This is an optimization exercise on Yosys and OpenROAD, whose aim is small area, not a production implementation. In this exercise RTL edits were held to simulation tests only and were not proved equivalent to the original. Power figures rest on the tool's default switching activity, not on a simulated workload.

==> flow/design.v (excerpt) <==
module packet_data #(
    parameter data_width = 8,
    parameter depth = 32
)(
    input wire clk,
    input wire rst,
    input wire [data_width-1:0] s_axis_data,
    input wire s_axis_valid,
    output reg s_axis_ready,
    input wire s_axis_last,
    input wire [data_width + data_width - 1 : 0] packet_config,
    output reg [data_width-1 : 0] m_axis_data,
    output reg m_axis_valid,
    input wire m_axis_ready,
    output reg m_axis_last,
    output  full,
    output  empty
);
Size: ~42 I/O pins, about 21000 µm² of cells after synthesis.
==> flow/config.mk <==
export PLATFORM = sky130hd
export DESIGN_NAME = packet_data
export DESIGN_NICKNAME = packet_data
export VERILOG_FILES = /design/flow/design.v
export SDC_FILE = /design/flow/constraint.sdc
export NUM_CORES = 4
export LEC_CHECK = 0
export CAP_MARGIN = 20
export CORE_MARGIN = 2
export CORE_UTILIZATION = 75
export SLEW_MARGIN = 20
export SYNTH_HIERARCHICAL = 1
==> flow/constraint.sdc <==
create_clock -name core_clock -period 10.0 [get_ports {clk}]
set_input_delay 2.0000 -clock core_clock [delete_from_list [all_inputs] [get_ports {clk}]]
set_output_delay 2.0000 -clock core_clock [all_outputs]
set_load 0.01 [all_outputs]
standard.sh (not shown) runs the stock make flow with config.mk's settings and CLKGATE_MAP_FILE= SYNTH_SCRIPT=/design/flow/synth_recipe.tcl, a recipe that flattens the netlist after the stock synthesis.
==> flow/flow/run.sh <==
#!/bin/bash
# The standard layout (standard.sh), with a smaller clock tree (larger
# sink clusters of clkbuf_8 leaves, no dummy loads) and the smallest buffer
# on the ports.
set -u
export CTS_ARGS="-sink_clustering_enable -repair_clock_nets -dont_use_dummy_load -buf_list {sky130_fd_sc_hd__clkbuf_4 sky130_fd_sc_hd__clkbuf_8} -sink_clustering_buffer sky130_fd_sc_hd__clkbuf_8 -sink_buffer_max_cap_derate 1.0 -sink_clustering_size 18 -sink_clustering_max_diameter 100"
export BUFFER_PORTS_ARGS="-buffer_cell sky130_fd_sc_hd__buf_1"
bash standard.sh > standard.log 2>&1
==> next run, changes <==
CORE_UTILIZATION = 60   (was 75)
After rerunning:
- via count falls by 2.5%
- fmax is higher by 2.4%
- global-route usage falls by 5.8 points
- power grows by 0.44%
- cell count increases by 5.5%
- register-to-register slack gains 0.22 ns
- final area went up by 0.60%
- count of clock-buffer cells in the layout stays the same
- sequential cell count is unchanged
- synthesized area is unchanged
- sequential share of layout area fell by 0.45 points
==> next run, changes <==
==> flow/flow/run.sh (replaced) <==
#!/bin/bash
# The standard layout (standard.sh), with a smaller clock tree (larger
# sink clusters of clkbuf_8 leaves, no dummy loads) and the smallest buffer
# on the ports.
set -u
export CTS_ARGS="-sink_clustering_enable -repair_clock_nets -dont_use_dummy_load -buf_list {sky130_fd_sc_hd__clkbuf_4 sky130_fd_sc_hd__clkbuf_8} -sink_clustering_buffer sky130_fd_sc_hd__clkbuf_8 -sink_buffer_max_cap_derate 1.0 -sink_clustering_size 20 -sink_clustering_max_diameter 100"
export BUFFER_PORTS_ARGS="-buffer_cell sky130_fd_sc_hd__buf_1"
bash standard.sh > standard.log 2>&1
CORE_UTILIZATION = 75   (was 60)
After rerunning: Final area drops by 0.74%; via count rose by 2.8%; count of clock-buffer cells in the layout fell by 3; sequential cell count is unchanged; first-iteration DRC count came out higher by 45%; power came out lower by 1.2%; hold slack improves by 0.014 ns.


packet_data, a different RTL version from the one above (not shown whole).
Size: about 42 I/O pins.
==> flow/config.mk <==
export PLATFORM = sky130hd
export DESIGN_NAME = packet_data
export DESIGN_NICKNAME = packet_data
export VERILOG_FILES = /design/flow/design.v
export SDC_FILE = /design/flow/constraint.sdc
export NUM_CORES = 4
export LEC_CHECK = 0
export CAP_MARGIN = 20
export CORE_MARGIN = 2
export CORE_UTILIZATION = 40
export SLEW_MARGIN = 20
export SYNTH_HIERARCHICAL = 1
==> flow/constraint.sdc <==
create_clock -name core_clock -period 10.0 [get_ports {clk}]
set_input_delay 2.0000 -clock core_clock [delete_from_list [all_inputs] [get_ports {clk}]]
set_output_delay 2.0000 -clock core_clock [all_outputs]
set_load 0.01 [all_outputs]
==> flow/flow/run.sh <==
#!/bin/bash
# The standard layout (standard.sh), with a smaller clock tree (larger
# sink clusters, no dummy loads) and the smallest buffer on the ports.
set -u
export CTS_ARGS="-sink_clustering_enable -repair_clock_nets -dont_use_dummy_load -buf_list {sky130_fd_sc_hd__clkbuf_4 sky130_fd_sc_hd__clkbuf_8 sky130_fd_sc_hd__clkbuf_16} -sink_clustering_buffer sky130_fd_sc_hd__clkbuf_16 -sink_buffer_max_cap_derate 1.0 -sink_clustering_size 26 -sink_clustering_max_diameter 100"
export BUFFER_PORTS_ARGS="-buffer_cell sky130_fd_sc_hd__buf_1"
bash standard.sh > standard.log 2>&1
Rerun with:
--- a/flow/config.mk
+++ b/flow/config.mk
@@ -7,6 +7,6 @@
 export LEC_CHECK = 0
-export CAP_MARGIN = 20
+export CAP_MARGIN = 0
 export CORE_MARGIN = 2
-export CORE_UTILIZATION = 40
-export SLEW_MARGIN = 20
+export CORE_UTILIZATION = 60
+export SLEW_MARGIN = 0
 export SYNTH_HIERARCHICAL = 1
Outcome:
- The new run produced a clean layout
- routed wire length falls by 0.78%
- utilization rises by 21 points
- via count falls by 0.42%
- register-to-register slack improved by 0.11 ns

-- afterwards: timing with drivers on the ports --
The flow's constraints put no driver on any port. The routed layouts listed below were extracted and timed again, unchanged, in two steps.
Step 1 assumes that a clkbuf_16 drives the clock port and a buf_2 every other input.
Step 2 adds t to the input delays and takes it off the output delays; t is the mean of the earliest and latest rising clock arrival at the registers after step 1. Input paths then give back, and output paths get back, about the clock's delay inside the block.
a / b / c = no drivers / after step 1 / after step 2; a / b = the first two.
run	shift t [ns]	setup slack, ns	hold slack, ns	slew at the worst register clock pin (ns)	worst slew at a driven data input, ns
the first run of note 1	0.727	3.251 / 3.273 / 2.546	0.503 / 0.503 / 0.503	0.11 / 0.11	0.04
the second run of note 1	0.750	3.409 / 3.432 / 2.682	0.492 / 0.492 / 0.492	0.12 / 0.12	0.04
the third run of note 1	0.714	3.256 / 3.280 / 2.566	0.506 / 0.506 / 0.506	0.12 / 0.12	0.03
the first run of note 2	0.917	3.468 / 3.498 / 2.581	0.507 / 0.507 / 0.507	0.11 / 0.11	0.03
the second run of note 2	0.879	3.483 / 3.509 / 2.631	0.508 / 0.508 / 0.508	0.11 / 0.11	0.03
After both steps every run listed still meets setup and hold. The setup slack of the first run of note 2, which loses most, moves by +0.030 ns with the drivers and by -0.887 ns with both steps.
